What follows belongs to an exercise in optimizing a design on an open flow for small area and a short achievable clock period; a production flow would make more cautious choices.
At most, simulation tests tie the RTL to the original design; equivalence was not proved.
For run 3, only the layout was checked, not whether the RTL still works.
Power figures rest on the tool's default switching activity, not on a simulated workload.

==> design.v <==
module mul16_cs (
	input	[15:0]	a,
	input	[15:0]	b,
	output	[95:0]	r
);
wire one0 = b[0] ^ 1'b0;
wire two0 = (b[1] & ~b[0] & ~1'b0) | (~b[1] & b[0] & 1'b0);
wire neg0 = b[1];
wire pp0_0 = ((one0 & a[0]) | (two0 & 1'b0)) ^ neg0;
wire pp0_1 = ((one0 & a[1]) | (two0 & a[0])) ^ neg0;
wire pp0_2 = ((one0 & a[2]) | (two0 & a[1])) ^ neg0;
wire pp0_3 = ((one0 & a[3]) | (two0 & a[2])) ^ neg0;
wire pp0_4 = ((one0 & a[4]) | (two0 & a[3])) ^ neg0;
wire pp0_5 = ((one0 & a[5]) | (two0 & a[4])) ^ neg0;
wire pp0_6 = ((one0 & a[6]) | (two0 & a[5])) ^ neg0;
wire pp0_7 = ((one0 & a[7]) | (two0 & a[6])) ^ neg0;
wire pp0_8 = ((one0 & a[8]) | (two0 & a[7])) ^ neg0;
wire pp0_9 = ((one0 & a[9]) | (two0 & a[8])) ^ neg0;
wire pp0_10 = ((one0 & a[10]) | (two0 & a[9])) ^ neg0;
wire pp0_11 = ((one0 & a[11]) | (two0 & a[10])) ^ neg0;
wire pp0_12 = ((one0 & a[12]) | (two0 & a[11])) ^ neg0;
wire pp0_13 = ((one0 & a[13]) | (two0 & a[12])) ^ neg0;
wire pp0_14 = ((one0 & a[14]) | (two0 & a[13])) ^ neg0;
wire pp0_15 = ((one0 & a[15]) | (two0 & a[14])) ^ neg0;
wire pp0_16 = ((one0 & 1'b0) | (two0 & a[15])) ^ neg0;
wire one1 = b[2] ^ b[1];
wire two1 = (b[3] & ~b[2] & ~b[1]) | (~b[3] & b[2] & b[1]);
wire neg1 = b[3];
wire pp1_0 = ((one1 & a[0]) | (two1 & 1'b0)) ^ neg1;
wire pp1_1 = ((one1 & a[1]) | (two1 & a[0])) ^ neg1;
wire pp1_2 = ((one1 & a[2]) | (two1 & a[1])) ^ neg1;
wire pp1_3 = ((one1 & a[3]) | (two1 & a[2])) ^ neg1;
wire pp1_4 = ((one1 & a[4]) | (two1 & a[3])) ^ neg1;
wire pp1_5 = ((one1 & a[5]) | (two1 & a[4])) ^ neg1;
wire pp1_6 = ((one1 & a[6]) | (two1 & a[5])) ^ neg1;
wire pp1_7 = ((one1 & a[7]) | (two1 & a[6])) ^ neg1;
wire pp1_8 = ((one1 & a[8]) | (two1 & a[7])) ^ neg1;
wire pp1_9 = ((one1 & a[9]) | (two1 & a[8])) ^ neg1;
wire pp1_10 = ((one1 & a[10]) | (two1 & a[9])) ^ neg1;
wire pp1_11 = ((one1 & a[11]) | (two1 & a[10])) ^ neg1;
wire pp1_12 = ((one1 & a[12]) | (two1 & a[11])) ^ neg1;
wire pp1_13 = ((one1 & a[13]) | (two1 & a[12])) ^ neg1;
wire pp1_14 = ((one1 & a[14]) | (two1 & a[13])) ^ neg1;
wire pp1_15 = ((one1 & a[15]) | (two1 & a[14])) ^ neg1;
wire pp1_16 = ((one1 & 1'b0) | (two1 & a[15])) ^ neg1;
wire one2 = b[4] ^ b[3];
wire two2 = (b[5] & ~b[4] & ~b[3]) | (~b[5] & b[4] & b[3]);
wire neg2 = b[5];
wire pp2_0 = ((one2 & a[0]) | (two2 & 1'b0)) ^ neg2;
wire pp2_1 = ((one2 & a[1]) | (two2 & a[0])) ^ neg2;
wire pp2_2 = ((one2 & a[2]) | (two2 & a[1])) ^ neg2;
wire pp2_3 = ((one2 & a[3]) | (two2 & a[2])) ^ neg2;
wire pp2_4 = ((one2 & a[4]) | (two2 & a[3])) ^ neg2;
wire pp2_5 = ((one2 & a[5]) | (two2 & a[4])) ^ neg2;
wire pp2_6 = ((one2 & a[6]) | (two2 & a[5])) ^ neg2;
wire pp2_7 = ((one2 & a[7]) | (two2 & a[6])) ^ neg2;
wire pp2_8 = ((one2 & a[8]) | (two2 & a[7])) ^ neg2;
wire pp2_9 = ((one2 & a[9]) | (two2 & a[8])) ^ neg2;
wire pp2_10 = ((one2 & a[10]) | (two2 & a[9])) ^ neg2;
wire pp2_11 = ((one2 & a[11]) | (two2 & a[10])) ^ neg2;
wire pp2_12 = ((one2 & a[12]) | (two2 & a[11])) ^ neg2;
wire pp2_13 = ((one2 & a[13]) | (two2 & a[12])) ^ neg2;
wire pp2_14 = ((one2 & a[14]) | (two2 & a[13])) ^ neg2;
wire pp2_15 = ((one2 & a[15]) | (two2 & a[14])) ^ neg2;
wire pp2_16 = ((one2 & 1'b0) | (two2 & a[15])) ^ neg2;
wire one3 = b[6] ^ b[5];
wire two3 = (b[7] & ~b[6] & ~b[5]) | (~b[7] & b[6] & b[5]);
wire neg3 = b[7];
wire pp3_0 = ((one3 & a[0]) | (two3 & 1'b0)) ^ neg3;
wire pp3_1 = ((one3 & a[1]) | (two3 & a[0])) ^ neg3;
wire pp3_2 = ((one3 & a[2]) | (two3 & a[1])) ^ neg3;
wire pp3_3 = ((one3 & a[3]) | (two3 & a[2])) ^ neg3;
wire pp3_4 = ((one3 & a[4]) | (two3 & a[3])) ^ neg3;
wire pp3_5 = ((one3 & a[5]) | (two3 & a[4])) ^ neg3;
wire pp3_6 = ((one3 & a[6]) | (two3 & a[5])) ^ neg3;
wire pp3_7 = ((one3 & a[7]) | (two3 & a[6])) ^ neg3;
wire pp3_8 = ((one3 & a[8]) | (two3 & a[7])) ^ neg3;
wire pp3_9 = ((one3 & a[9]) | (two3 & a[8])) ^ neg3;
wire pp3_10 = ((one3 & a[10]) | (two3 & a[9])) ^ neg3;
wire pp3_11 = ((one3 & a[11]) | (two3 & a[10])) ^ neg3;
wire pp3_12 = ((one3 & a[12]) | (two3 & a[11])) ^ neg3;
wire pp3_13 = ((one3 & a[13]) | (two3 & a[12])) ^ neg3;
wire pp3_14 = ((one3 & a[14]) | (two3 & a[13])) ^ neg3;
wire pp3_15 = ((one3 & a[15]) | (two3 & a[14])) ^ neg3;
wire pp3_16 = ((one3 & 1'b0) | (two3 & a[15])) ^ neg3;
wire one4 = b[8] ^ b[7];
wire two4 = (b[9] & ~b[8] & ~b[7]) | (~b[9] & b[8] & b[7]);
wire neg4 = b[9];
wire pp4_0 = ((one4 & a[0]) | (two4 & 1'b0)) ^ neg4;
wire pp4_1 = ((one4 & a[1]) | (two4 & a[0])) ^ neg4;
wire pp4_2 = ((one4 & a[2]) | (two4 & a[1])) ^ neg4;
wire pp4_3 = ((one4 & a[3]) | (two4 & a[2])) ^ neg4;
wire pp4_4 = ((one4 & a[4]) | (two4 & a[3])) ^ neg4;
wire pp4_5 = ((one4 & a[5]) | (two4 & a[4])) ^ neg4;
wire pp4_6 = ((one4 & a[6]) | (two4 & a[5])) ^ neg4;
wire pp4_7 = ((one4 & a[7]) | (two4 & a[6])) ^ neg4;
wire pp4_8 = ((one4 & a[8]) | (two4 & a[7])) ^ neg4;
wire pp4_9 = ((one4 & a[9]) | (two4 & a[8])) ^ neg4;
wire pp4_10 = ((one4 & a[10]) | (two4 & a[9])) ^ neg4;
wire pp4_11 = ((one4 & a[11]) | (two4 & a[10])) ^ neg4;
wire pp4_12 = ((one4 & a[12]) | (two4 & a[11])) ^ neg4;
wire pp4_13 = ((one4 & a[13]) | (two4 & a[12])) ^ neg4;
wire pp4_14 = ((one4 & a[14]) | (two4 & a[13])) ^ neg4;
wire pp4_15 = ((one4 & a[15]) | (two4 & a[14])) ^ neg4;
wire pp4_16 = ((one4 & 1'b0) | (two4 & a[15])) ^ neg4;
wire one5 = b[10] ^ b[9];
wire two5 = (b[11] & ~b[10] & ~b[9]) | (~b[11] & b[10] & b[9]);
wire neg5 = b[11];
wire pp5_0 = ((one5 & a[0]) | (two5 & 1'b0)) ^ neg5;
wire pp5_1 = ((one5 & a[1]) | (two5 & a[0])) ^ neg5;
wire pp5_2 = ((one5 & a[2]) | (two5 & a[1])) ^ neg5;
wire pp5_3 = ((one5 & a[3]) | (two5 & a[2])) ^ neg5;
wire pp5_4 = ((one5 & a[4]) | (two5 & a[3])) ^ neg5;
wire pp5_5 = ((one5 & a[5]) | (two5 & a[4])) ^ neg5;
wire pp5_6 = ((one5 & a[6]) | (two5 & a[5])) ^ neg5;
wire pp5_7 = ((one5 & a[7]) | (two5 & a[6])) ^ neg5;
wire pp5_8 = ((one5 & a[8]) | (two5 & a[7])) ^ neg5;
wire pp5_9 = ((one5 & a[9]) | (two5 & a[8])) ^ neg5;
wire pp5_10 = ((one5 & a[10]) | (two5 & a[9])) ^ neg5;
wire pp5_11 = ((one5 & a[11]) | (two5 & a[10])) ^ neg5;
wire pp5_12 = ((one5 & a[12]) | (two5 & a[11])) ^ neg5;
wire pp5_13 = ((one5 & a[13]) | (two5 & a[12])) ^ neg5;
wire pp5_14 = ((one5 & a[14]) | (two5 & a[13])) ^ neg5;
wire pp5_15 = ((one5 & a[15]) | (two5 & a[14])) ^ neg5;
wire pp5_16 = ((one5 & 1'b0) | (two5 & a[15])) ^ neg5;
wire one6 = b[12] ^ b[11];
wire two6 = (b[13] & ~b[12] & ~b[11]) | (~b[13] & b[12] & b[11]);
wire neg6 = b[13];
wire pp6_0 = ((one6 & a[0]) | (two6 & 1'b0)) ^ neg6;
wire pp6_1 = ((one6 & a[1]) | (two6 & a[0])) ^ neg6;
wire pp6_2 = ((one6 & a[2]) | (two6 & a[1])) ^ neg6;
wire pp6_3 = ((one6 & a[3]) | (two6 & a[2])) ^ neg6;
wire pp6_4 = ((one6 & a[4]) | (two6 & a[3])) ^ neg6;
wire pp6_5 = ((one6 & a[5]) | (two6 & a[4])) ^ neg6;
wire pp6_6 = ((one6 & a[6]) | (two6 & a[5])) ^ neg6;
wire pp6_7 = ((one6 & a[7]) | (two6 & a[6])) ^ neg6;
wire pp6_8 = ((one6 & a[8]) | (two6 & a[7])) ^ neg6;
wire pp6_9 = ((one6 & a[9]) | (two6 & a[8])) ^ neg6;
wire pp6_10 = ((one6 & a[10]) | (two6 & a[9])) ^ neg6;
wire pp6_11 = ((one6 & a[11]) | (two6 & a[10])) ^ neg6;
wire pp6_12 = ((one6 & a[12]) | (two6 & a[11])) ^ neg6;
wire pp6_13 = ((one6 & a[13]) | (two6 & a[12])) ^ neg6;
wire pp6_14 = ((one6 & a[14]) | (two6 & a[13])) ^ neg6;
wire pp6_15 = ((one6 & a[15]) | (two6 & a[14])) ^ neg6;
wire pp6_16 = ((one6 & 1'b0) | (two6 & a[15])) ^ neg6;
wire one7 = b[14] ^ b[13];
wire two7 = (b[15] & ~b[14] & ~b[13]) | (~b[15] & b[14] & b[13]);
wire neg7 = b[15];
wire pp7_0 = ((one7 & a[0]) | (two7 & 1'b0)) ^ neg7;
wire pp7_1 = ((one7 & a[1]) | (two7 & a[0])) ^ neg7;
wire pp7_2 = ((one7 & a[2]) | (two7 & a[1])) ^ neg7;
wire pp7_3 = ((one7 & a[3]) | (two7 & a[2])) ^ neg7;
wire pp7_4 = ((one7 & a[4]) | (two7 & a[3])) ^ neg7;
wire pp7_5 = ((one7 & a[5]) | (two7 & a[4])) ^ neg7;
wire pp7_6 = ((one7 & a[6]) | (two7 & a[5])) ^ neg7;
wire pp7_7 = ((one7 & a[7]) | (two7 & a[6])) ^ neg7;
wire pp7_8 = ((one7 & a[8]) | (two7 & a[7])) ^ neg7;
wire pp7_9 = ((one7 & a[9]) | (two7 & a[8])) ^ neg7;
wire pp7_10 = ((one7 & a[10]) | (two7 & a[9])) ^ neg7;
wire pp7_11 = ((one7 & a[11]) | (two7 & a[10])) ^ neg7;
wire pp7_12 = ((one7 & a[12]) | (two7 & a[11])) ^ neg7;
wire pp7_13 = ((one7 & a[13]) | (two7 & a[12])) ^ neg7;
wire pp7_14 = ((one7 & a[14]) | (two7 & a[13])) ^ neg7;
wire pp7_15 = ((one7 & a[15]) | (two7 & a[14])) ^ neg7;
wire pp7_16 = ((one7 & 1'b0) | (two7 & a[15])) ^ neg7;
wire pp8_0 = a[0] & b[15];
wire pp8_1 = a[1] & b[15];
wire pp8_2 = a[2] & b[15];
wire pp8_3 = a[3] & b[15];
wire pp8_4 = a[4] & b[15];
wire pp8_5 = a[5] & b[15];
wire pp8_6 = a[6] & b[15];
wire pp8_7 = a[7] & b[15];
wire pp8_8 = a[8] & b[15];
wire pp8_9 = a[9] & b[15];
wire pp8_10 = a[10] & b[15];
wire pp8_11 = a[11] & b[15];
wire pp8_12 = a[12] & b[15];
wire pp8_13 = a[13] & b[15];
wire pp8_14 = a[14] & b[15];
wire pp8_15 = a[15] & b[15];
wire hs1 = neg2 ^ pp0_4;
wire hc2 = neg2 & pp0_4;
wire hs3 = pp0_5 ^ pp1_3;
wire hc4 = pp0_5 & pp1_3;
wire fs5 = neg3 ^ pp0_6 ^ pp1_4;
wire fc6 = (neg3 & pp0_6) | (pp1_4 & (neg3 ^ pp0_6));
wire hs7 = pp2_2 ^ pp3_0;
wire hc8 = pp2_2 & pp3_0;
wire fs9 = pp0_7 ^ pp1_5 ^ pp2_3;
wire fc10 = (pp0_7 & pp1_5) | (pp2_3 & (pp0_7 ^ pp1_5));
wire hs11 = pp3_1 ^ hc8;
wire hc12 = pp3_1 & hc8;
wire fs13 = neg4 ^ pp0_8 ^ pp1_6;
wire fc14 = (neg4 & pp0_8) | (pp1_6 & (neg4 ^ pp0_8));
wire fs15 = pp2_4 ^ pp3_2 ^ pp4_0;
wire fc16 = (pp2_4 & pp3_2) | (pp4_0 & (pp2_4 ^ pp3_2));
wire hs17 = fc10 ^ fs13;
wire hc18 = fc10 & fs13;
wire fs19 = pp0_9 ^ pp1_7 ^ pp2_5;
wire fc20 = (pp0_9 & pp1_7) | (pp2_5 & (pp0_9 ^ pp1_7));
wire fs21 = pp3_3 ^ pp4_1 ^ fc14;
wire fc22 = (pp3_3 & pp4_1) | (fc14 & (pp3_3 ^ pp4_1));
wire hs23 = fc16 ^ fs19;
wire hc24 = fc16 & fs19;
wire fs25 = neg5 ^ pp0_10 ^ pp1_8;
wire fc26 = (neg5 & pp0_10) | (pp1_8 & (neg5 ^ pp0_10));
wire fs27 = pp2_6 ^ pp3_4 ^ pp4_2;
wire fc28 = (pp2_6 & pp3_4) | (pp4_2 & (pp2_6 ^ pp3_4));
wire fs29 = pp5_0 ^ fc20 ^ fs25;
wire fc30 = (pp5_0 & fc20) | (fs25 & (pp5_0 ^ fc20));
wire hs31 = fs27 ^ hc24;
wire hc32 = fs27 & hc24;
wire fs33 = pp0_11 ^ pp1_9 ^ pp2_7;
wire fc34 = (pp0_11 & pp1_9) | (pp2_7 & (pp0_11 ^ pp1_9));
wire fs35 = pp3_5 ^ pp4_3 ^ pp5_1;
wire fc36 = (pp3_5 & pp4_3) | (pp5_1 & (pp3_5 ^ pp4_3));
wire fs37 = fc26 ^ fc28 ^ fs33;
wire fc38 = (fc26 & fc28) | (fs33 & (fc26 ^ fc28));
wire hs39 = fs35 ^ fc30;
wire hc40 = fs35 & fc30;
wire fs41 = neg6 ^ pp0_12 ^ pp1_10;
wire fc42 = (neg6 & pp0_12) | (pp1_10 & (neg6 ^ pp0_12));
wire fs43 = pp2_8 ^ pp3_6 ^ pp4_4;
wire fc44 = (pp2_8 & pp3_6) | (pp4_4 & (pp2_8 ^ pp3_6));
wire fs45 = pp5_2 ^ pp6_0 ^ fc34;
wire fc46 = (pp5_2 & pp6_0) | (fc34 & (pp5_2 ^ pp6_0));
wire fs47 = fc36 ^ fs41 ^ fs43;
wire fc48 = (fc36 & fs41) | (fs43 & (fc36 ^ fs41));
wire hs49 = fc38 ^ fs45;
wire hc50 = fc38 & fs45;
wire fs51 = pp0_13 ^ pp1_11 ^ pp2_9;
wire fc52 = (pp0_13 & pp1_11) | (pp2_9 & (pp0_13 ^ pp1_11));
wire fs53 = pp3_7 ^ pp4_5 ^ pp5_3;
wire fc54 = (pp3_7 & pp4_5) | (pp5_3 & (pp3_7 ^ pp4_5));
wire fs55 = pp6_1 ^ fc42 ^ fc44;
wire fc56 = (pp6_1 & fc42) | (fc44 & (pp6_1 ^ fc42));
wire fs57 = fs51 ^ fs53 ^ fc46;
wire fc58 = (fs51 & fs53) | (fc46 & (fs51 ^ fs53));
wire hs59 = fc48 ^ fs55;
wire hc60 = fc48 & fs55;
wire fs61 = neg7 ^ pp0_14 ^ pp1_12;
wire fc62 = (neg7 & pp0_14) | (pp1_12 & (neg7 ^ pp0_14));
wire fs63 = pp2_10 ^ pp3_8 ^ pp4_6;
wire fc64 = (pp2_10 & pp3_8) | (pp4_6 & (pp2_10 ^ pp3_8));
wire fs65 = pp5_4 ^ pp6_2 ^ pp7_0;
wire fc66 = (pp5_4 & pp6_2) | (pp7_0 & (pp5_4 ^ pp6_2));
wire fs67 = fc52 ^ fc54 ^ fs61;
wire fc68 = (fc52 & fc54) | (fs61 & (fc52 ^ fc54));
wire fs69 = fs63 ^ fs65 ^ fc56;
wire fc70 = (fs63 & fs65) | (fc56 & (fs63 ^ fs65));
wire hs71 = fs67 ^ hc60;
wire hc72 = fs67 & hc60;
wire fs73 = pp0_15 ^ pp1_13 ^ pp2_11;
wire fc74 = (pp0_15 & pp1_13) | (pp2_11 & (pp0_15 ^ pp1_13));
wire fs75 = pp3_9 ^ pp4_7 ^ pp5_5;
wire fc76 = (pp3_9 & pp4_7) | (pp5_5 & (pp3_9 ^ pp4_7));
wire fs77 = pp6_3 ^ pp7_1 ^ fc62;
wire fc78 = (pp6_3 & pp7_1) | (fc62 & (pp6_3 ^ pp7_1));
wire fs79 = fc64 ^ fc66 ^ fs73;
wire fc80 = (fc64 & fc66) | (fs73 & (fc64 ^ fc66));
wire fs81 = fs75 ^ fc68 ^ fs77;
wire fc82 = (fs75 & fc68) | (fs77 & (fs75 ^ fc68));
wire hs83 = fs79 ^ fc70;
wire hc84 = fs79 & fc70;
wire fs85 = pp8_0 ^ pp0_16 ^ pp1_14;
wire fc86 = (pp8_0 & pp0_16) | (pp1_14 & (pp8_0 ^ pp0_16));
wire fs87 = pp2_12 ^ pp3_10 ^ pp4_8;
wire fc88 = (pp2_12 & pp3_10) | (pp4_8 & (pp2_12 ^ pp3_10));
wire fs89 = pp5_6 ^ pp6_4 ^ pp7_2;
wire fc90 = (pp5_6 & pp6_4) | (pp7_2 & (pp5_6 ^ pp6_4));
wire fs91 = fc74 ^ fc76 ^ fs85;
wire fc92 = (fc74 & fc76) | (fs85 & (fc74 ^ fc76));
wire fs93 = fs87 ^ fs89 ^ fc78;
wire fc94 = (fs87 & fs89) | (fc78 & (fs87 ^ fs89));
wire fs95 = fc80 ^ fs91 ^ fc82;
wire fc96 = (fc80 & fs91) | (fc82 & (fc80 ^ fs91));
wire fs97 = neg0 ^ pp8_1 ^ pp1_15;
wire fc98 = (neg0 & pp8_1) | (pp1_15 & (neg0 ^ pp8_1));
wire fs99 = pp2_13 ^ pp3_11 ^ pp4_9;
wire fc100 = (pp2_13 & pp3_11) | (pp4_9 & (pp2_13 ^ pp3_11));
wire fs101 = pp5_7 ^ pp6_5 ^ pp7_3;
wire fc102 = (pp5_7 & pp6_5) | (pp7_3 & (pp5_7 ^ pp6_5));
wire fs103 = fc86 ^ fc88 ^ fc90;
wire fc104 = (fc86 & fc88) | (fc90 & (fc86 ^ fc88));
wire fs105 = fs97 ^ fs99 ^ fs101;
wire fc106 = (fs97 & fs99) | (fs101 & (fs97 ^ fs99));
wire fs107 = fc92 ^ fs103 ^ fs105;
wire fc108 = (fc92 & fs103) | (fs105 & (fc92 ^ fs103));
wire fs109 = neg0 ^ pp8_2 ^ pp1_16;
wire fc110 = (neg0 & pp8_2) | (pp1_16 & (neg0 ^ pp8_2));
wire fs111 = pp2_14 ^ pp3_12 ^ pp4_10;
wire fc112 = (pp2_14 & pp3_12) | (pp4_10 & (pp2_14 ^ pp3_12));
wire fs113 = pp5_8 ^ pp6_6 ^ pp7_4;
wire fc114 = (pp5_8 & pp6_6) | (pp7_4 & (pp5_8 ^ pp6_6));
wire fs115 = fc98 ^ fc100 ^ fc102;
wire fc116 = (fc98 & fc100) | (fc102 & (fc98 ^ fc100));
wire fs117 = fs109 ^ fs111 ^ fs113;
wire fc118 = (fs109 & fs111) | (fs113 & (fs109 ^ fs111));
wire fs119 = fc104 ^ fc106 ^ fs115;
wire fc120 = (fc104 & fc106) | (fs115 & (fc104 ^ fc106));
wire fs121 = ~neg0 ^ ~neg1 ^ pp8_3;
wire fc122 = (~neg0 & ~neg1) | (pp8_3 & (~neg0 ^ ~neg1));
wire fs123 = pp2_15 ^ pp3_13 ^ pp4_11;
wire fc124 = (pp2_15 & pp3_13) | (pp4_11 & (pp2_15 ^ pp3_13));
wire fs125 = pp5_9 ^ pp6_7 ^ pp7_5;
wire fc126 = (pp5_9 & pp6_7) | (pp7_5 & (pp5_9 ^ pp6_7));
wire fs127 = fs121 ^ fc110 ^ fc112;
wire fc128 = (fs121 & fc110) | (fc112 & (fs121 ^ fc110));
wire fs129 = fc114 ^ fs123 ^ fs125;
wire fc130 = (fc114 & fs123) | (fs125 & (fc114 ^ fs123));
wire fs131 = fc116 ^ fc118 ^ fs127;
wire fc132 = (fc116 & fc118) | (fs127 & (fc116 ^ fc118));
wire fs133 = 1'b1 ^ pp8_4 ^ fc122;
wire fc134 = (1'b1 & pp8_4) | (fc122 & (1'b1 ^ pp8_4));
wire fs135 = pp2_16 ^ pp3_14 ^ pp4_12;
wire fc136 = (pp2_16 & pp3_14) | (pp4_12 & (pp2_16 ^ pp3_14));
wire fs137 = pp5_10 ^ pp6_8 ^ pp7_6;
wire fc138 = (pp5_10 & pp6_8) | (pp7_6 & (pp5_10 ^ pp6_8));
wire fs139 = fs133 ^ fc124 ^ fc126;
wire fc140 = (fs133 & fc124) | (fc126 & (fs133 ^ fc124));
wire fs141 = fs135 ^ fs137 ^ fc128;
wire fc142 = (fs135 & fs137) | (fc128 & (fs135 ^ fs137));
wire hs143 = fc130 ^ fs139;
wire hc144 = fc130 & fs139;
wire fs145 = ~neg2 ^ pp8_5 ^ pp3_15;
wire fc146 = (~neg2 & pp8_5) | (pp3_15 & (~neg2 ^ pp8_5));
wire fs147 = pp4_13 ^ pp5_11 ^ pp6_9;
wire fc148 = (pp4_13 & pp5_11) | (pp6_9 & (pp4_13 ^ pp5_11));
wire fs149 = pp7_7 ^ fc134 ^ fc136;
wire fc150 = (pp7_7 & fc134) | (fc136 & (pp7_7 ^ fc134));
wire fs151 = fc138 ^ fs145 ^ fs147;
wire fc152 = (fc138 & fs145) | (fs147 & (fc138 ^ fs145));
wire fs153 = fc140 ^ fs149 ^ fs151;
wire fc154 = (fc140 & fs149) | (fs151 & (fc140 ^ fs149));
wire fs155 = 1'b1 ^ pp8_6 ^ pp3_16;
wire fc156 = (1'b1 & pp8_6) | (pp3_16 & (1'b1 ^ pp8_6));
wire fs157 = pp4_14 ^ pp5_12 ^ pp6_10;
wire fc158 = (pp4_14 & pp5_12) | (pp6_10 & (pp4_14 ^ pp5_12));
wire fs159 = pp7_8 ^ fc146 ^ fc148;
wire fc160 = (pp7_8 & fc146) | (fc148 & (pp7_8 ^ fc146));
wire fs161 = fs155 ^ fs157 ^ fc150;
wire fc162 = (fs155 & fs157) | (fc150 & (fs155 ^ fs157));
wire hs163 = fc152 ^ fs159;
wire hc164 = fc152 & fs159;
wire fs165 = ~neg3 ^ pp8_7 ^ pp4_15;
wire fc166 = (~neg3 & pp8_7) | (pp4_15 & (~neg3 ^ pp8_7));
wire fs167 = pp5_13 ^ pp6_11 ^ pp7_9;
wire fc168 = (pp5_13 & pp6_11) | (pp7_9 & (pp5_13 ^ pp6_11));
wire fs169 = fc156 ^ fc158 ^ fs165;
wire fc170 = (fc156 & fc158) | (fs165 & (fc156 ^ fc158));
wire fs171 = fs167 ^ fc160 ^ fs169;
wire fc172 = (fs167 & fc160) | (fs169 & (fs167 ^ fc160));
wire fs173 = 1'b1 ^ pp8_8 ^ pp4_16;
wire fc174 = (1'b1 & pp8_8) | (pp4_16 & (1'b1 ^ pp8_8));
wire fs175 = pp5_14 ^ pp6_12 ^ pp7_10;
wire fc176 = (pp5_14 & pp6_12) | (pp7_10 & (pp5_14 ^ pp6_12));
wire fs177 = fc166 ^ fc168 ^ fs173;
wire fc178 = (fc166 & fc168) | (fs173 & (fc166 ^ fc168));
wire hs179 = fs175 ^ fc170;
wire hc180 = fs175 & fc170;
wire fs181 = ~neg4 ^ pp8_9 ^ pp5_15;
wire fc182 = (~neg4 & pp8_9) | (pp5_15 & (~neg4 ^ pp8_9));
wire fs183 = pp6_13 ^ pp7_11 ^ fc174;
wire fc184 = (pp6_13 & pp7_11) | (fc174 & (pp6_13 ^ pp7_11));
wire fs185 = fc176 ^ fs181 ^ fc178;
wire fc186 = (fc176 & fs181) | (fc178 & (fc176 ^ fs181));
wire fs187 = 1'b1 ^ pp8_10 ^ pp5_16;
wire fc188 = (1'b1 & pp8_10) | (pp5_16 & (1'b1 ^ pp8_10));
wire fs189 = pp6_14 ^ pp7_12 ^ fc182;
wire fc190 = (pp6_14 & pp7_12) | (fc182 & (pp6_14 ^ pp7_12));
wire hs191 = fs187 ^ fc184;
wire hc192 = fs187 & fc184;
wire fs193 = ~neg5 ^ pp8_11 ^ pp6_15;
wire fc194 = (~neg5 & pp8_11) | (pp6_15 & (~neg5 ^ pp8_11));
wire fs195 = pp7_13 ^ fc188 ^ fs193;
wire fc196 = (pp7_13 & fc188) | (fs193 & (pp7_13 ^ fc188));
wire fs197 = 1'b1 ^ pp8_12 ^ pp6_16;
wire fc198 = (1'b1 & pp8_12) | (pp6_16 & (1'b1 ^ pp8_12));
wire hs199 = pp7_14 ^ fc194;
wire hc200 = pp7_14 & fc194;
wire fs201 = ~neg6 ^ pp8_13 ^ pp7_15;
wire fc202 = (~neg6 & pp8_13) | (pp7_15 & (~neg6 ^ pp8_13));
wire hs203 = 1'b1 ^ pp8_14;
wire hc204 = 1'b1 & pp8_14;
assign r[0] = pp0_0;
assign r[32] = neg0;
assign r[64] = 1'b0;
assign r[1] = pp0_1;
assign r[33] = 1'b0;
assign r[65] = 1'b0;
assign r[2] = pp0_2;
assign r[34] = pp1_0;
assign r[66] = neg1;
assign r[3] = pp0_3;
assign r[35] = pp1_1;
assign r[67] = 1'b0;
assign r[4] = pp1_2;
assign r[36] = pp2_0;
assign r[68] = hs1;
assign r[5] = pp2_1;
assign r[37] = hc2;
assign r[69] = hs3;
assign r[6] = hc4;
assign r[38] = fs5;
assign r[70] = hs7;
assign r[7] = fc6;
assign r[39] = fs9;
assign r[71] = hs11;
assign r[8] = fs15;
assign r[40] = hc12;
assign r[72] = hs17;
assign r[9] = hc18;
assign r[41] = fs21;
assign r[73] = hs23;
assign r[10] = fc22;
assign r[42] = fs29;
assign r[74] = hs31;
assign r[11] = fs37;
assign r[43] = hc32;
assign r[75] = hs39;
assign r[12] = fs47;
assign r[44] = hc40;
assign r[76] = hs49;
assign r[13] = hc50;
assign r[45] = fs57;
assign r[77] = hs59;
assign r[14] = fc58;
assign r[46] = fs69;
assign r[78] = hs71;
assign r[15] = fs81;
assign r[47] = hc72;
assign r[79] = hs83;
assign r[16] = fs93;
assign r[48] = hc84;
assign r[80] = fs95;
assign r[17] = fc94;
assign r[49] = fc96;
assign r[81] = fs107;
assign r[18] = fs117;
assign r[50] = fc108;
assign r[82] = fs119;
assign r[19] = fs129;
assign r[51] = fc120;
assign r[83] = fs131;
assign r[20] = fc132;
assign r[52] = fs141;
assign r[84] = hs143;
assign r[21] = hc144;
assign r[53] = fc142;
assign r[85] = fs153;
assign r[22] = fs161;
assign r[54] = fc154;
assign r[86] = hs163;
assign r[23] = hc164;
assign r[55] = fc162;
assign r[87] = fs171;
assign r[24] = fs177;
assign r[56] = fc172;
assign r[88] = hs179;
assign r[25] = fs183;
assign r[57] = hc180;
assign r[89] = fs185;
assign r[26] = fs189;
assign r[58] = fc186;
assign r[90] = hs191;
assign r[27] = fc190;
assign r[59] = hc192;
assign r[91] = fs195;
assign r[28] = fs197;
assign r[60] = fc196;
assign r[92] = hs199;
assign r[29] = fc198;
assign r[61] = hc200;
assign r[93] = fs201;
assign r[30] = pp7_16;
assign r[62] = fc202;
assign r[94] = hs203;
assign r[31] = ~neg7;
assign r[63] = pp8_15;
assign r[95] = hc204;
endmodule
module mul16_add (
	input	[95:0]	r,
	output	[31:0]	p
);
wire [31:0] x = r[31:0], y = r[63:32], z = r[95:64];
wire [31:0] s = x ^ y ^ z;
wire [31:0] c = (x & y) | (z & (x ^ y));
assign p = s + {c[30:0], 1'b0};
endmodule
`timescale 1ns/100ps
module tta16 (
	input		cpu_clk_i,
	input		cpu_rst_i,
	output	reg		wb_cyc_o,
	output		[1:0]	wb_stb_o,
	output	reg		wb_we_o,
	input			wb_ack_i,
	input			wb_rty_i,
	input			wb_err_i,
	output		[2:0]	wb_cti_o,
	output		[1:0]	wb_bte_o,
	output		[22:0]	wb_adr_o,
	output		[1:0]	wb_sel_o,
	output		[15:0]	wb_dat_o,
	input		[1:0]	wb_sel_i,
	input		[15:0]	wb_dat_i,
	output			imem_en_o,
	output		[9:0]	imem_adr_o,
	input		[31:0]	imem_dat_i,
	output		[1:0]	imem_we_o,
	output		[9:0]	imem_wadr_o,
	output		[15:0]	imem_wdat_o
);
reg		run;		 
reg	[15:0]	rf[15:0];
reg	[15:0]	t_reg0, t_reg1;
reg	[9:0]	pc_prev;
reg		t_bra;
reg	[9:0]	iadr;
reg	[6:0]	rseg, wseg;
reg	[15:0]	t_data_a, t_data_b, t_data_c, t_com;
reg		t_rad, t_wad;			 
reg		t_sub, t_bits;			 
reg	[1:0]	t_mode;				 
reg		t_reg, t_mul, t_msr;		 
reg		x_zf, x_bf;
reg	[15:0]	x_diff, x_bits, x_mem;
reg	[95:0]	x_prod;				 
reg	[22:0]	wb_adr;
reg	[15:0]	wb_dat;
wire	[31:0]	instr	= imem_dat_i;
wire	[1:0]	f_src_a	= instr[31:30];
wire	[2:0]	f_dst_a	= instr[29:27];
wire	[1:0]	f_src_b	= instr[26:25];
wire	[2:0]	f_dst_b	= instr[24:22];
wire	[1:0]	f_src_c	= instr[21:20];
wire	[1:0]	f_dst_c	= instr[19:18];
wire	[2:0]	f_com	= instr[17:15];
wire	[3:0]	f_reg1	= instr[14:11];
wire	[3:0]	f_reg0	= {instr[14], instr[10:8]};
wire	[15:0]	f_immed	= {{9{instr[7]}}, instr[6:0]};
wire	[15:0]	f_limm	= {{6{instr[10]}}, instr[9:0]};
wire	[9:0]	pc_next	= {pc_prev[8:1], pc_prev[0]^pc_prev[3], pc_prev[9]};
wire	[9:0]	pc	= t_bra ? t_data_a[9:0] : pc_next;
wire	[31:0]	prod;
mul16_add MULADD (
	.r	(x_prod),
	.p	(prod)
);
assign	wb_cti_o	= 3'b000;
assign	wb_bte_o	= 2'b00;
assign	wb_sel_o	= 2'b11;
assign	wb_adr_o	= wb_adr;
assign	wb_dat_o	= wb_dat;
assign	wb_stb_o	= {wb_adr[22], ~wb_adr[22]};
assign	imem_en_o	= run;
assign	imem_adr_o	= pc;
assign	imem_we_o	= {run & t_msr & (t_data_c[2:0] == 3'd5),
			   run & t_msr & (t_data_c[2:0] == 3'd4)};
assign	imem_wadr_o	= iadr;
assign	imem_wdat_o	= t_com;
wire	mem_op	= (f_dst_a == 3'd2 || f_dst_a == 3'd3);
always @(posedge cpu_clk_i)
	if (cpu_rst_i)		run	<= 1;
	else if (wb_ack_i)	run	<= 1;
	else if (mem_op)	run	<= 0;
always @(posedge cpu_clk_i)
	if (run) begin
		case (f_src_a)
		0:	t_data_a	<= t_com;
		1:	t_data_a	<= f_limm;
		2:	t_data_a	<= t_reg0;
		3:	t_data_a	<= x_mem;
		endcase
		case (f_src_b)
		0:	t_data_b	<= t_com;
		1:	t_data_b	<= f_immed;
		2:	t_data_b	<= t_reg0;
		3:	t_data_b	<= x_mem;
		endcase
		case (f_src_c)
		0:	t_data_c	<= t_com;
		1:	t_data_c	<= x_diff;
		2:	t_data_c	<= t_reg1;
		3:	t_data_c	<= {6'd0, pc_next};
		endcase
		case (f_com)
		0:	t_com	<= t_com;
		1:	t_com	<= f_immed;
		2:	t_com	<= t_reg1;
		3:	t_com	<= x_mem;
		4:	t_com	<= x_diff;
		5:	t_com	<= x_bits;
		6:	t_com	<= prod[15:0];
		7:	t_com	<= prod[31:16];
		endcase
		t_sub	<= (f_dst_b == 3'd1 || f_dst_b == 3'd2);
		t_bits	<= (f_dst_b == 3'd3 || f_dst_b[2]);
		t_mode	<= f_dst_b[1:0];
		t_reg	<= (f_dst_c == 2'd1);
		t_mul	<= (f_dst_c == 2'd2);
		t_msr	<= (f_dst_c == 2'd3);
		t_reg0	<= rf[f_reg0];
		t_reg1	<= rf[f_reg1];
	end
always @(posedge cpu_clk_i) begin
	t_rad	<= run & (f_dst_a == 3'd2);
	t_wad	<= run & (f_dst_a == 3'd3);
end
wire	jmp	= (f_dst_a == 3'd1) ||
		  (f_dst_a == 3'd5 && !x_bf) ||
		  (f_dst_a == 3'd4 && x_bf) ||
		  (f_dst_a == 3'd7 && !x_zf) ||
		  (f_dst_a == 3'd6 && x_zf);
always @(posedge cpu_clk_i)
	if (cpu_rst_i)		t_bra	<= 0;
	else if (run)		t_bra	<= !t_bra && jmp;
always @(posedge cpu_clk_i)
	if (cpu_rst_i)		pc_prev	<= 10'd1;
	else if (run)		pc_prev	<= pc;
always @(posedge cpu_clk_i)
	if (run && t_reg)	rf[f_reg1]	<= t_data_c;
always @(posedge cpu_clk_i)
	if (cpu_rst_i)		x_bf	<= 0;
	else if (run && t_sub)	{x_bf, x_diff}	<= {1'b0, t_com} - {1'b0, t_data_b};
wire	[95:0]	mul_r;
mul16_cs MUL (
	.a	(t_data_c),
	.b	(t_com),
	.r	(mul_r)
);
always @(posedge cpu_clk_i)
	if (run && t_mul)	x_prod	<= mul_r;
reg	[15:0]	bits_n;
always @(*)
	case (t_mode)
	0:	bits_n	= ~(t_data_b & t_com);
	1:	bits_n	= t_data_b & t_com;
	2:	bits_n	= ~(t_data_b | t_com);
	3:	bits_n	= ~(t_data_b ^ t_com);
	endcase
always @(posedge cpu_clk_i)
	if (cpu_rst_i)
		x_zf	<= 1;
	else if (run && t_bits) begin
		x_bits	<= ~bits_n;
		x_zf	<= &bits_n;
	end
always @(posedge cpu_clk_i)
	if (cpu_rst_i)	{rseg, wseg, iadr}	<= 0;
	else if (t_msr) case (t_data_c[2:0])
		0:	rseg	<= t_com[6:0];
		1:	wseg	<= t_com[6:0];
		2:	iadr	<= t_com[9:0];
	endcase
always @(posedge cpu_clk_i)
	if (cpu_rst_i)
		{wb_we_o, wb_cyc_o}	<= 0;
	else if (t_wad) begin
		wb_cyc_o	<= 1;
		wb_we_o		<= 1;
		wb_adr		<= {wseg, t_data_a};
		wb_dat		<= t_data_c;
	end else if (t_rad) begin
		wb_cyc_o	<= 1;
		wb_we_o		<= 0;
		wb_adr		<= {rseg, t_data_a};
	end else if (wb_ack_i || wb_rty_i)
		{wb_we_o, wb_cyc_o}	<= 0;
always @(posedge cpu_clk_i)
	if (wb_ack_i)	x_mem	<= wb_dat_i;
endmodule	 
==> flow/run.sh <==
#!/bin/bash
# The standard layout, with faster port buffers (buf_4 in place of the
# delay-buffer cell buffer_ports picks by default), which the resizer may
# then size as usual.
set -euo pipefail
export BUFFER_PORTS_ARGS="-buffer_cell sky130_fd_sc_hd__buf_4"
bash standard.sh > standard.log 2>&1
==> standard.sh <==
#!/bin/bash
# synth_recipe.tcl (not shown) runs the flow's synth.tcl, then flattens the netlist and writes it again
# the make line also repeats each setting of config.mk as NAME=value (left out here)
make -C /OpenROAD-flow-scripts/flow DESIGN_CONFIG=/design/flow/config.mk WORK_HOME=/design/flow/orfs CLKGATE_MAP_FILE= SYNTH_SCRIPT=/design/flow/synth_recipe.tcl "${@:-finish}"
==> config.mk <==
export PLATFORM = sky130hd
export DESIGN_NAME = tta16
export DESIGN_NICKNAME = tta16
export VERILOG_FILES = /design/flow/design.v
export SDC_FILE = /design/flow/constraint.sdc
export NUM_CORES = 4
export LEC_CHECK = 0
export ABC_CLOCK_PERIOD_IN_PS = 3500
export CAP_MARGIN = 20
export CORE_MARGIN = 2
export CORE_UTILIZATION = 40
export PLACE_DENSITY = 0.6
export SETUP_SLACK_MARGIN = 4.5
export SLEW_MARGIN = 20
==> constraint.sdc <==
create_clock -name core_clock -period 8.0 [get_ports {cpu_clk_i}]
set_input_delay 1.6000 -clock core_clock [delete_from_list [all_inputs] [get_ports {cpu_clk_i}]]
set_output_delay 1.6000 -clock core_clock [all_outputs]
set_load 0.01 [all_outputs]
==> results of run 1 <==
## placed cells by master, fill, tap and decap left out, types with 20 or more instances in the layout
master,Yosys,final
ha_1,102,102
a21oi_1,311,311
nand2_1,184,182
nor2b_1,23,22
o21ai_0,167,165
clkbuf_16,0,70
buf_4,12,233
xor2_1,27,24
buf_12,0,20
dfxtp_1,42,40
o211ai_1,33,33
maj3_1,24,24
edfxtp_1,538,538
fa_1,108,107
nand3_1,51,51
mux4_2,202,202
xnor2_1,42,42
o22ai_1,79,78
nor3_1,32,27
inv_1,139,126
nor2_1,208,192
mux2i_1,53,53
nand2b_1,53,53
## critical path: stages (launching register included)
cell,delay (ps)
edfxtp_1,400
fa_1,490
ha_1,600
nand2_1,230
a2111o_1,390
o21ai_1,500
a21oi_1,160
xor2_1,350
o21ai_0,130
## area by class of cell
type	instances	area, um2
Fill cell	7870	47500
Multi-Input combinational cell	1960	17100
Sequential cell	580	17000
Timing Repair Buffer	287	2710
Clock buffer	78	1620
Tap cell	1165	1460
Inverter	145	603
Clock inverter	37	345
Timing Repair inverter	1	5.00
## logic make-up after synthesis
kind of cell / count (synthesis) / synth area share [%]
flip-flops: 580 / 47.7
multiplexers: 273 / 14.8
XOR/XNOR: 69 / 1.70
other: 2 / 0.0211
AO/OA/AOI/OAI: 752 / 12.6
buffers and inverters: 433 / 4.76
AND/OR/NAND/NOR: 625 / 8.08
adder cells (fa/ha/maj): 234 / 10.3
## through the flow
| stage | power, W | util (%) | setup WS, ps |
|---|---|---|---|
| after floorplan | 0.0123 | - | 4270 |
| after global placement | 0.0157 | 42.5 | 3570 |
| after detailed placement | 0.0159 | 42.5 | 3570 |
| after CTS | 0.0190 | 45.4 | 4290 |
| after global routing | 0.0209 | 46.3 | 4400 |
| final | 0.0195 | 46.3 | 4490 |
## cells in the mapped netlist (5+ instances only)
cell	n	share of area [%]
nor4_1	8	0.14
or3_1	19	0.33
nand3_1	51	0.72
buf_4	12	0.25
xor2_1	27	0.66
o211ai_1	33	0.70
a22oi_1	16	0.34
inv_1	139	1.5
clkinv_1	6	0.063
o311a_1	10	0.28
o21ai_0	167	2.3
o221ai_1	13	0.32
xnor2_1	42	1.0
fa_1	108	6.1
buf_1	40	0.42
buf_2	21	0.30
nor2_1	208	2.2
maj3_1	24	0.67
a221oi_1	20	0.49
o22ai_1	79	1.4
nand2b_1	53	0.93
a31oi_1	13	0.23
mux4_2	202	13
clkbuf_1	215	2.3
o21bai_1	6	0.13
nand2_1	184	1.9
nand4_1	15	0.26
edfxtp_1	538	45
o31ai_1	8	0.17
nor2b_1	23	0.40
mux2_2	18	0.57
ha_1	102	3.6
a21o_1	8	0.17
a211oi_1	17	0.36
o21a_1	5	0.11
dfxtp_1	42	2.4
a31o_2	16	0.39
and2_1	7	0.12
mux2i_1	53	1.5
nor3_1	32	0.45
and3_1	5	0.088
a21oi_1	311	4.4
## layer usage
layer | vias to the layer above | routed length [um] | global-route usage (%)
li1 | 11299 | - | -
met1 | 13075 | 44300 | 32.4
met2 | 1390 | 52600 | 38.0
met3 | 205 | 9940 | 3.72
met4 | 8 | 3390 | 6.94
met5 | - | 47 | 0
## power by group
group          internal [W]  switching [W]
registers           0.00446       0.000267
clock network       0.00157        0.00122
logic               0.00453        0.00749
total                0.0106        0.00897
## path summary, 6_finish.rpt
path / from / to
worst min register to register: t_data_a[13] / wb_adr[13]
worst min-delay path: t_data_a[13] / wb_adr[13]
worst max-delay path: x_prod[18] / t_com[8]
worst max register to register: x_prod[18] / t_com[8]
## what timing repair did
| item | in CTS | in global routing |
|---|---|---|
| pin swaps | 0 | 2 |
| endpoints found under the setup margin | 151 | 90 |
| resized for setup | 67 | 62 |
| buffers inserted | 35 | 35 |
| gates cloned | 1 | 9 |
==> flow_summary.toml, run 1 <==
[status]
status = "complete, no violations"

[job]
drv_cap = 0

[die]
initial_core_util_pct = 40.3
io_pins = 144
die_width_um = 302
core_um2 = 88400
die_y_um = 302
dieArea_um2 = 91400
row_count = 109

[setup_path]
reg2regPathDepth = 8
start_kind = "register"
required_ps = 8380
regToRegSetupSlack_ps = 4490
arrival_ps = 3890
cp_max_fo = 9
endpoint_kind = "register"
crit_type = "reg -> reg"

[cells_and_area]
drive_gt1_share_pct = 22.2
instances_no_fill = 4253
reg_top3 = "rf x256, x_prod x92, wb_adr x23"
area_delta_synth_final_pct = 14.8
final_area_um2 = 40900
num_antenna_cells = 0
top_register = "rf"
nNetsFinal = 3301
largest_register_ffs = 256

[timing]
worst_pin_slew_ps = 1020
max_freq_mhz = 285
finalMaxSlewViolations = 0
relSlewSlack_pct = 31.9
setup_violations = 0
period_needed_ps = 3510
fin_setup_tns_ps = 0
rsz0062_at_grt = "true"
finalClockSkew_ps = 18.1
holdWs_ps = 420
finalCritPeriodShare_pct = 43.9
hold_viol_final = 0

[routing]
wirelength_um = 110000
firstDrtPassIters = 6
drc = 0
vias_per_cell = 6.11
drt_iter0_drc = 3002
ant_nets = 0
post_drt_wl_per_cell_um = 25.9
num_vias = 25977

[global_routing]
grt_remaining_overflow = 0
antenna_found_initial = 4
grt_pass1_wl_um = 159000
grt_max_degree = 72
track_usage_pct = 23.4
grt_pass1_vias = 24841

[clock_network]
hold_buffers = 0
cts_tree = "built"
cts.sinks = 580
cts_buffers = 61
h-tree-depth = 2
clock_latency_ps = 650
cts_max_path_buffers = 3
clkSlewWorstSetupHoldPaths_ps = 70
cts_root_buf = "clkbuf_16"

[synth]
ys_types = 76
synthFlopType = "edfxtp_1"
syn_area_um2 = 35600
synthArstFlopShare_pct = 0
synth_edf_count = 538
yosysSeqAreaShare_pct = 47.7
synth_warnings = 1
syn-instance-count = 2968
avgSynthCellArea_um2 = 12.0
synth_seq_cells = 580

[power_and_ir_drop]
p_per_area_nw_per_um2 = 478
ir_worst_vdd_mv = 0.368
leakage_nw = 14.6

[hold_path]
hp-class = "reg -> reg"
min_path_cells = 0

[placed_design]
io_buffers = 133
placed_area_um2 = 37600
dp_cells = 4057
dp_hpwl_um = 73500
place_congestion = 0.973
==> inputs of run 2 (changes only) <==
--- a/design.v
+++ b/design.v
@@ -494,7 +494,7 @@
 	input		cpu_clk_i,
 	input		cpu_rst_i,
 	output	reg		wb_cyc_o,
-	output		[1:0]	wb_stb_o,
+	output	reg	[1:0]	wb_stb_o,
 	output	reg		wb_we_o,
 	input			wb_ack_i,
 	input			wb_rty_i,
@@ -507,11 +507,11 @@
 	input		[1:0]	wb_sel_i,
 	input		[15:0]	wb_dat_i,
 	output			imem_en_o,
-	output		[9:0]	imem_adr_o,
+	output	reg	[9:0]	imem_adr_o,
 	input		[31:0]	imem_dat_i,
-	output		[1:0]	imem_we_o,
+	output	reg	[1:0]	imem_we_o,
 	output		[9:0]	imem_wadr_o,
-	output		[15:0]	imem_wdat_o
+	output	reg	[15:0]	imem_wdat_o
 );
 reg		run;		 
 reg	[15:0]	rf[15:0];
@@ -543,7 +543,7 @@
 wire	[15:0]	f_immed	= {{9{instr[7]}}, instr[6:0]};
 wire	[15:0]	f_limm	= {{6{instr[10]}}, instr[9:0]};
 wire	[9:0]	pc_next	= {pc_prev[8:1], pc_prev[0]^pc_prev[3], pc_prev[9]};
-wire	[9:0]	pc	= t_bra ? t_data_a[9:0] : pc_next;
+wire	[9:0]	pc	= imem_adr_o;	 
 wire	[31:0]	prod;
 mul16_add MULADD (
 	.r	(x_prod),
@@ -554,56 +554,67 @@
 assign	wb_sel_o	= 2'b11;
 assign	wb_adr_o	= wb_adr;
 assign	wb_dat_o	= wb_dat;
-assign	wb_stb_o	= {wb_adr[22], ~wb_adr[22]};
 assign	imem_en_o	= run;
-assign	imem_adr_o	= pc;
-assign	imem_we_o	= {run & t_msr & (t_data_c[2:0] == 3'd5),
-			   run & t_msr & (t_data_c[2:0] == 3'd4)};
 assign	imem_wadr_o	= iadr;
-assign	imem_wdat_o	= t_com;
 wire	mem_op	= (f_dst_a == 3'd2 || f_dst_a == 3'd3);
 always @(posedge cpu_clk_i)
 	if (cpu_rst_i)		run	<= 1;
 	else if (wb_ack_i)	run	<= 1;
 	else if (mem_op)	run	<= 0;
+reg	[15:0]	rd0, rd1;
+integer	k;
+always @(*) begin
+	rd0	= 16'd0;
+	rd1	= 16'd0;
+	for (k = 0; k < 16; k = k + 1) begin
+		rd0	= rd0 | (rf[k] & {16{f_reg0 == k}});
+		rd1	= rd1 | (rf[k] & {16{f_reg1 == k}});
+	end
+end
+reg	[15:0]	data_a, data_c, com;
+always @(*) begin
+	case (f_src_a)
+	0:	data_a	= t_com;
+	1:	data_a	= f_limm;
+	2:	data_a	= t_reg0;
+	3:	data_a	= x_mem;
+	endcase
+	case (f_src_c)
+	0:	data_c	= t_com;
+	1:	data_c	= x_diff;
+	2:	data_c	= t_reg1;
+	3:	data_c	= {6'd0, pc_next};
+	endcase
+	case (f_com)
+	0:	com	= t_com;
+	1:	com	= f_immed;
+	2:	com	= t_reg1;
+	3:	com	= x_mem;
+	4:	com	= x_diff;
+	5:	com	= x_bits;
+	6:	com	= prod[15:0];
+	7:	com	= prod[31:16];
+	endcase
+end
 always @(posedge cpu_clk_i)
 	if (run) begin
-		case (f_src_a)
-		0:	t_data_a	<= t_com;
-		1:	t_data_a	<= f_limm;
-		2:	t_data_a	<= t_reg0;
-		3:	t_data_a	<= x_mem;
-		endcase
+		t_data_a	<= data_a;
+		t_data_c	<= data_c;
+		t_com		<= com;
 		case (f_src_b)
 		0:	t_data_b	<= t_com;
 		1:	t_data_b	<= f_immed;
 		2:	t_data_b	<= t_reg0;
 		3:	t_data_b	<= x_mem;
 		endcase
-		case (f_src_c)
-		0:	t_data_c	<= t_com;
-		1:	t_data_c	<= x_diff;
-		2:	t_data_c	<= t_reg1;
-		3:	t_data_c	<= {6'd0, pc_next};
-		endcase
-		case (f_com)
-		0:	t_com	<= t_com;
-		1:	t_com	<= f_immed;
-		2:	t_com	<= t_reg1;
-		3:	t_com	<= x_mem;
-		4:	t_com	<= x_diff;
-		5:	t_com	<= x_bits;
-		6:	t_com	<= prod[15:0];
-		7:	t_com	<= prod[31:16];
-		endcase
 		t_sub	<= (f_dst_b == 3'd1 || f_dst_b == 3'd2);
 		t_bits	<= (f_dst_b == 3'd3 || f_dst_b[2]);
 		t_mode	<= f_dst_b[1:0];
 		t_reg	<= (f_dst_c == 2'd1);
 		t_mul	<= (f_dst_c == 2'd2);
 		t_msr	<= (f_dst_c == 2'd3);
-		t_reg0	<= rf[f_reg0];
-		t_reg1	<= rf[f_reg1];
+		t_reg0	<= rd0;
+		t_reg1	<= rd1;
 	end
 always @(posedge cpu_clk_i) begin
 	t_rad	<= run & (f_dst_a == 3'd2);
@@ -614,13 +625,25 @@
 		  (f_dst_a == 3'd4 && x_bf) ||
 		  (f_dst_a == 3'd7 && !x_zf) ||
 		  (f_dst_a == 3'd6 && x_zf);
+wire	bra	= !t_bra && jmp;
 always @(posedge cpu_clk_i)
 	if (cpu_rst_i)		t_bra	<= 0;
-	else if (run)		t_bra	<= !t_bra && jmp;
+	else if (run)		t_bra	<= bra;
 always @(posedge cpu_clk_i)
 	if (cpu_rst_i)		pc_prev	<= 10'd1;
 	else if (run)		pc_prev	<= pc;
 always @(posedge cpu_clk_i)
+	if (cpu_rst_i)		imem_adr_o	<= 10'd2;
+	else if (run)		imem_adr_o	<= bra ? data_a[9:0] : {pc[8:1], pc[0]^pc[3], pc[9]};
+wire	run_n	= cpu_rst_i || wb_ack_i || (run && !mem_op);
+wire	msr_n	= run ? (f_dst_c == 2'd3) : t_msr;
+wire	[2:0]	dc_n	= run ? data_c[2:0] : t_data_c[2:0];
+always @(posedge cpu_clk_i)
+	imem_we_o	<= {run_n && msr_n && dc_n == 3'd5,
+			    run_n && msr_n && dc_n == 3'd4};
+always @(posedge cpu_clk_i)
+	if (run && f_dst_c == 2'd3)	imem_wdat_o	<= com;
+always @(posedge cpu_clk_i)
 	if (run && t_reg)	rf[f_reg1]	<= t_data_c;
 always @(posedge cpu_clk_i)
 	if (cpu_rst_i)		x_bf	<= 0;
@@ -657,18 +680,20 @@
 	endcase
 always @(posedge cpu_clk_i)
 	if (cpu_rst_i)
-		{wb_we_o, wb_cyc_o}	<= 0;
+		{wb_we_o, wb_cyc_o, wb_stb_o}	<= 0;
 	else if (t_wad) begin
 		wb_cyc_o	<= 1;
 		wb_we_o		<= 1;
 		wb_adr		<= {wseg, t_data_a};
 		wb_dat		<= t_data_c;
+		wb_stb_o	<= wseg[6] ? 2'b10 : 2'b01;
 	end else if (t_rad) begin
 		wb_cyc_o	<= 1;
 		wb_we_o		<= 0;
 		wb_adr		<= {rseg, t_data_a};
+		wb_stb_o	<= rseg[6] ? 2'b10 : 2'b01;
 	end else if (wb_ack_i || wb_rty_i)
-		{wb_we_o, wb_cyc_o}	<= 0;
+		{wb_we_o, wb_cyc_o, wb_stb_o}	<= 0;
 always @(posedge cpu_clk_i)
 	if (wb_ack_i)	x_mem	<= wb_dat_i;
 endmodule	 
==> run 2 against run 1 <==
  * Sequential power is 4.9% higher
  * Cell count is 4.8% higher
  * Wire length is 16% higher
  * Critical path depth is 4 lower
  * Fmax is 2.2% higher
  * Synthesized area is 0.70% lower
  * Sequential share of layout area is 1.8 points higher
  * Worst setup slack better by 76 ps
  * Total power is 0.33% higher
  * First-iteration DRC count is 40% higher
  * Largest cell class is now sequential cells
  * Largest power group unchanged
  * Highest routed layer unchanged
==> flow_summary.toml, run 2 <==
[routing]
ant_nets = 0
drc = 0
num_vias = 28351
post_drt_wl_per_cell_um = 28.6
vias_per_cell = 6.36
drt_iter0_drc = 4210
wirelength_um = 128000
firstDrtPassIters = 8

[global_routing]
grt_max_degree = 77
antenna_found_initial = 6
grt_remaining_overflow = 0
grt_pass1_vias = 26054
track_usage_pct = 27.3
grt_pass1_wl_um = 180000

[placed_design]
dp_cells = 4280
io_buffers = 133
place_congestion = 0.907
dpl_worst_slack_ps = 3520
dp_hpwl_um = 80800

[hold_path]
hp-start = "t_data_a[0]"
hp-class = "reg -> reg"

[cells_and_area]
reg_top3 = "rf x256, x_prod x92, wb_adr x23"
largest_register_ffs = 256
final_cell_mix = "edfxtp_1 (553), a21oi_1 (322), buf_4 (227), nor2_1 (212), nand2_1 (203)"
area_delta_synth_final_pct = 15.6
drive_gt1_share_pct = 16.3
instances_no_fill = 4457
top_register = "rf"
nNetsFinal = 3501
layout_commonest_cell = "edfxtp_1"

[clock_network]
cts_root_buf = "clkbuf_16"
h-tree-depth = 3
clock_latency_ps = 650
cts_tree = "built"
cts.sinks = 610
cts_buffers = 69
cts_max_path_buffers = 3
clkSlewWorstSetupHoldPaths_ps = 60

[setup_path]
cp_max_fo = 17
cp-startpoint = "imem_dat_i[12]"
critPathSlowestCell = "nor3_4"
start_kind = "primary input"
arrival_ps = 3690
max_stage_delay_ps = 950
endpoint_kind = "register"
crit_buf_inv = 1
r2r-start = "x_prod[4]"
required_ps = 8260
path_delay_family = "simple AND/OR/NAND/NOR gates"
crit_chain = "buf_4, nand2b_1, nor3_4, and3_2"
crit_type = "in -> reg"

[die]
initial_core_util_pct = 40.2
io_pins = 144
row_count = 109
die_width_um = 301
core_um2 = 88000
dieArea_um2 = 90800
die_y_um = 301

[synth]
synth_commonest_cells = "edfxtp_1 (553), a21oi_1 (323), clkbuf_1 (227)"
syn_area_um2 = 35400
yosysTopAreaCell = "edfxtp_1"
yosysTopAreaCellShare_pct = 47.0
synthArstFlopShare_pct = 0
synth_edf_count = 553
ys_types = 70
syn-instance-count = 3175
avgSynthCellArea_um2 = 11.1
synthTopCellsByArea = "edfxtp_1 (47%), fa_1 (6.1%), a21oi_1 (4.6%)"
synth_seq_cells = 610
post-synth-top-count-cell = "edfxtp_1"
yosysSeqAreaShare_pct = 50.2
synth_warnings = 1
synthFlopType = "edfxtp_1"

[power_and_ir_drop]
p_per_area_nw_per_um2 = 479
leakage_nw = 14.9
report.power.total_w = 0.0196
ir_worst_vdd_mv = 0.352

[timing]
finalCritPeriodShare_pct = 42.9
rsz0062_at_grt = "true"
relSlewSlack_pct = 14.1
finalClockSkew_ps = 41.4
hold_viol_final = 0
max_freq_mhz = 291
fin_setup_tns_ps = 0
period_needed_ps = 3430
worst_pin_slew_ps = 1280
finalMaxSlewViolations = 0
setup_violations = 0
setup_ws_ps = 4570

[status]
status = "complete, no violations"

[job]
drv_cap = 0
==> run 2: cell types whose count changed after synthesis, sizes merged, moves of 16 or more <==
cell,change
nand2b,-31
a211oi,+17
mux4,-160
nor2,+16
and3,+19
a22o,+131
nand2,+21
a221oi,+131
nand4,+18
==> run 2: path summary, 6_finish.rpt <==
check,depth (start not counted),slack [ps],to
setup / recovery,4,4570,rf[1][10]
hold / removal,0,410,wb_adr[0]
setup reg to reg,11,4570,imem_wdat_o[15]
hold reg to reg,0,410,wb_adr[0]
==> run 2: report_power, final <==
group	internal (W)	switching (W)	leakage, nW
sequential	0.00468	0.000286	5.73
combinational	0.00442	0.00701	8.04
clock	0.00180	0.00141	1.10
==> run 2: cell families (layout without fill, tap and decap cells) <==
logic type	after synthesis	count (layout)	share of synthesized area, %
AOI/OAI and AO/OA	1044	1044	19.7
and+or+nand+nor	662	662	8.49
DFF	610	610	50.2
buffers and inverters	441	552	4.77
adders and majority gates	237	237	10.5
muxes	112	112	4.70
xor gates and xnor gates	67	67	1.66
other	2	8	0.0212
==> run 2: repair_timing <==
item / 4_1_cts / 5_1_grt
setup endpoints to repair: 82 / 94
cloned: 2 / 3
pin swaps: 1 / 15
setup buffers: 32 / 11
resized for setup: 68 / 77
hold buffers: 0 / 0
==> run 2: routing by layer <==
metal	track usage [%]	vias up	wire length, um
met5	0	-	27
met2	41.7	1900	56600
met3	6.02	350	15100
met4	11.5	4	5710
met1	37.6	13927	50200
li1	-	12170	-
==> run 2: cell type report <==
type | count | area, um2
fillers | 7945 | 47100
flip-flops and latches | 610 | 17800
multi-input cells | 2129 | 16300
repair buffers | 270 | 2420
clock buffers | 84 | 1820
well taps | 1165 | 1460
inverters | 156 | 631
clock inverters | 42 | 498
diodes | 1 | 2.50
==> run 2: through the flow <==
stage	hold slack, ps	util [%]	cell area (um2)
final	409	46.5	40900
after global routing	414	46.5	40900
after CTS	406	46.0	40400
after detailed placement	406	42.7	37600
after global placement	403	42.7	37600
after floorplan	400	-	35400
==> inputs of run 3 (changes only) <==
--- a/design.v
+++ b/design.v
@@ -648,10 +648,16 @@
 always @(posedge cpu_clk_i)
 	if (cpu_rst_i)		x_bf	<= 0;
 	else if (run && t_sub)	{x_bf, x_diff}	<= {1'b0, t_com} - {1'b0, t_data_b};
+reg	[15:0]	mul_a, mul_b;
+always @(posedge cpu_clk_i)
+	if (run && f_dst_c == 2'd2) begin
+		mul_a	<= data_c;
+		mul_b	<= com;
+	end
 wire	[95:0]	mul_r;
 mul16_cs MUL (
-	.a	(t_data_c),
-	.b	(t_com),
+	.a	(mul_a),
+	.b	(mul_b),
 	.r	(mul_r)
 );
 always @(posedge cpu_clk_i)
==> run 3 against run 2 <==
  * Die area rose by 2.5%
  * Fmax decreased by 4.1%
  * Cell count up 1.9%
  * Synthesized cell count is 1.3% higher
  * Critical path depth is 4 higher
  * Critical endpoint is now x_prod[80]
  * Clock-buffer cell count fell by 1
  * Largest cell class unchanged
  * Clock power grew 6.9%
  * Worst setup slack worse by 150 ps
==> flow_summary.toml, run 3 <==
[routing]
ant_nets = 0
highest_layer = "met5"
num_vias = 28324
dr_wl_met2_um = 55600
vias_per_cell = 6.24
firstDrtPassIters = 8
post_drt_wl_per_cell_um = 27.5
wirelength_um = 125000
drc = 0
drt_iter0_drc = 3852
wl_met1_um = 50300
wl_met3_um = 13900

[timing]
fin_setup_tns_ps = 0
max_freq_mhz = 279
setup_violations = 0
finalMaxSlewViolations = 0
finalCritPeriodShare_pct = 44.8
relSlewSlack_pct = 21.0
rsz0062_at_grt = "true"
period_needed_ps = 3580
finalClockSkew_ps = 32.9
setup_ws_ps = 4420
hold_viol_final = 0
worst_pin_slew_ps = 1180

[status]
status = "complete, no violations"

[cells_and_area]
fillers = 8086
area_delta_synth_final_pct = 15.8
num_antenna_cells = 0
top_register = "rf"
reg_top3 = "rf x256, x_prod x92, wb_adr x23"
instances_no_fill = 4540
drive_gt1_share_pct = 16.3
nNetsFinal = 3572
largest_register_ffs = 256
final_area_um2 = 42000
layout_commonest_cell = "edfxtp_1"
final_cell_mix = "edfxtp_1 (585), nand2_1 (285), buf_4 (249), nor2_1 (240), a21oi_1 (237)"

[setup_path]
cp.depth = 8
crit_type = "reg -> reg"
regToRegSetupSlack_ps = 4420
path_delay_family = "adder cells"
start_kind = "register"
cp_max_fo = 26
r2r-start = "mul_b[1]"
arrival_ps = 3930
endpoint_kind = "register"
reg2regPathDepth = 8
crit_chain = "buf_8, buf_16, xor2_1, and2_1, a221oi_1, fa_1, fa_1, fa_1"
critPathMostFrequentCell = "fa_1"
reg2reg_to = "x_prod[80]"
critPathSlowestCell = "fa_1"
required_ps = 8350
crit_buf_inv = 2
crit_end = "x_prod[80]"
max_stage_delay_ps = 570
cp-startpoint = "mul_b[1]"

[hold_path]
min_path_cells = 0
hp-class = "reg -> reg"

[power_and_ir_drop]
ir_worst_vdd_mv = 0.225
p_per_area_nw_per_um2 = 331
leakage_nw = 15.3

[clock_network]
clock_latency_ps = 640
cts_buffers = 70
cts.sinks = 642
clkSlewWorstSetupHoldPaths_ps = 60
cts_max_path_buffers = 3
h-tree-depth = 3
cts_root_buf = "clkbuf_16"
cts_tree = "built"

[synth]
synth_warnings = 1
syn-instance-count = 3215
syn_area_um2 = 36300
synthTopCellsByArea = "edfxtp_1 (48%), fa_1 (6.0%), ha_1 (3.5%)"
synth_commonest_cells = "edfxtp_1 (585), nand2_1 (293), nor2_1 (262)"
yosysTopAreaCell = "edfxtp_1"
synth_seq_cells = 642
post-synth-top-count-cell = "edfxtp_1"
synthFlopType = "edfxtp_1"
synth_edf_count = 585
avgSynthCellArea_um2 = 11.3
synthArstFlopShare_pct = 0
yosysTopAreaCellShare_pct = 48.4
yosysSeqAreaShare_pct = 51.6
ys_types = 77

[placed_design]
io_buffers = 133
dpl_worst_slack_ps = 3360
dp_hpwl_um = 84400
placed_area_um2 = 38600
dp_cells = 4352
place_congestion = 0.956

[die]
die_y_um = 305
die_width_um = 305
row_count = 110
io_pins = 144
dieArea_um2 = 93100
core_um2 = 89900
initial_core_util_pct = 40.3

[global_routing]
grt_pass1_vias = 26255
antenna_found_initial = 7
track_usage_pct = 26.0
grt_max_degree = 75
grt_remaining_overflow = 0
grt_pass1_wl_um = 179000

[job]
drv_cap = 0
## run 3: cell types whose count changed after synthesis, sizes merged, moves of 32 or more
cell and change:
a22o -74, nor2 +38, a21oi -81, o22ai -44, nand2 +87, edfxtp +32
a221oi -60, a22oi +90, clkbuf -33
## run 3: worst min-delay path by stage
| stage | endpoint | startpoint | slack [ps] |
|---|---|---|---|
| 3_3_place_gp | wb_adr[11] | t_data_a[11] | 400 |
| 5_1_grt | wb_adr[7] | t_data_a[7] | 420 |
| 4_1_cts | wb_adr[2] | t_data_a[2] | 420 |
| 2_1_floorplan | wb_adr[0] | t_data_a[0] | 400 |
| 3_5_place_dp | wb_adr[2] | t_data_a[2] | 410 |
| 6_report | wb_adr[7] | t_data_a[7] | 420 |
## run 3: kinds of logic (layout without fill, tap and decap cells)
family | after synthesis | count (layout) | synth area share, %
buffers and inverters | 410 | 554 | 4.39
AO/OA/AOI/OAI | 914 | 914 | 16.8
XOR/XNOR | 74 | 74 | 1.79
flip-flops | 642 | 642 | 51.6
multiplexers | 134 | 134 | 5.23
AND/OR/NAND/NOR | 798 | 798 | 9.81
other | 2 | 7 | 0.0207
adder cells (fa/ha/maj) | 241 | 241 | 10.3
## run 3: routing by layer
layer  vias up  GRT usage (%)
met5         -              0
met4         6           9.69
met3       368           6.16
met2      1835           39.6
met1     13864           36.0
li1      12251              -
## run 3: cell type report
cell class,instances,area [um2],area share [%]
clock buffer,83,1830,4.36
inverter,153,607,1.44
tap,1176,1470,3.50
sequential,642,18700,44.5
clock inverter,46,578,1.38
multi-input combinational,2168,16500,39.3
timing repair buffer,272,2310,5.49
## run 3: what timing repair did
| action | CTS | global route |
|---|---|---|
| hold buffers | 0 | 0 |
| setup buffers | 27 | 30 |
| gates resized for setup | 64 | 43 |
| gates cloned | 1 | 1 |
| pin swaps | 6 | 8 |
| endpoints found under the setup margin | 204 | 108 |
## run 3: worst register-to-register path, cell delays in order, from the launching register on
cell      delay [ps]
edfxtp_1         400
buf_8            190
buf_16           210
xor2_1           190
and2_1           230
a221oi_1         540
fa_1             530
fa_1             570
fa_1             430
## run 3: stage by stage
| step | total power [W] | hold WS [ps] | utilization (%) |
|---|---|---|---|
| floorplan | 0.00841 | 400 | - |
| global placement | 0.0102 | 401 | 42.9 |
| detailed placement | 0.0103 | 405 | 42.9 |
| CTS | 0.0138 | 419 | 46.2 |
| global route | 0.0146 | 424 | 46.7 |
| finish | 0.0139 | 422 | 46.7 |
## run 3: power breakdown
part | switching (W) | internal, W
clock | 0.00141 | 0.00202
sequential | 0.000504 | 0.00445
combinational | 0.00340 | 0.00212

==> afterwards: timing with drivers on the ports <==
No port has a modelled driver above. Below, the same layouts with a new extraction and two added sets of constraints. Step 1 sets driving cells, clkbuf_16 on the clock port and buf_2 on the other inputs (assumed; they add their load-dependent delay and slew). Step 2 adds t to the input delays and takes it off the output delays; t is the mean of the earliest and latest rising clock arrival at the registers after step 1. Input paths then give back, and output paths get back, about the clock's delay inside the block. a / b / c = no drivers / after step 1 / after step 2; a / b = the first two.
run	t (ns)	setup WS [ns]	worst hold slack (ns)
run 1	0.706	4.490 / 4.490 / 4.007	0.420 / 0.420 / 0.420
run 2	0.701	4.566 / 4.570 / 3.907	0.409 / 0.409 / 0.409
run 3	0.684	4.419 / 4.419 / 3.818	0.422 / 0.422 / 0.422
After both steps every run listed still meets setup and hold. The setup slack of run 2, which loses most, moves by +0.004 ns with the drivers and by -0.659 ns with both steps.
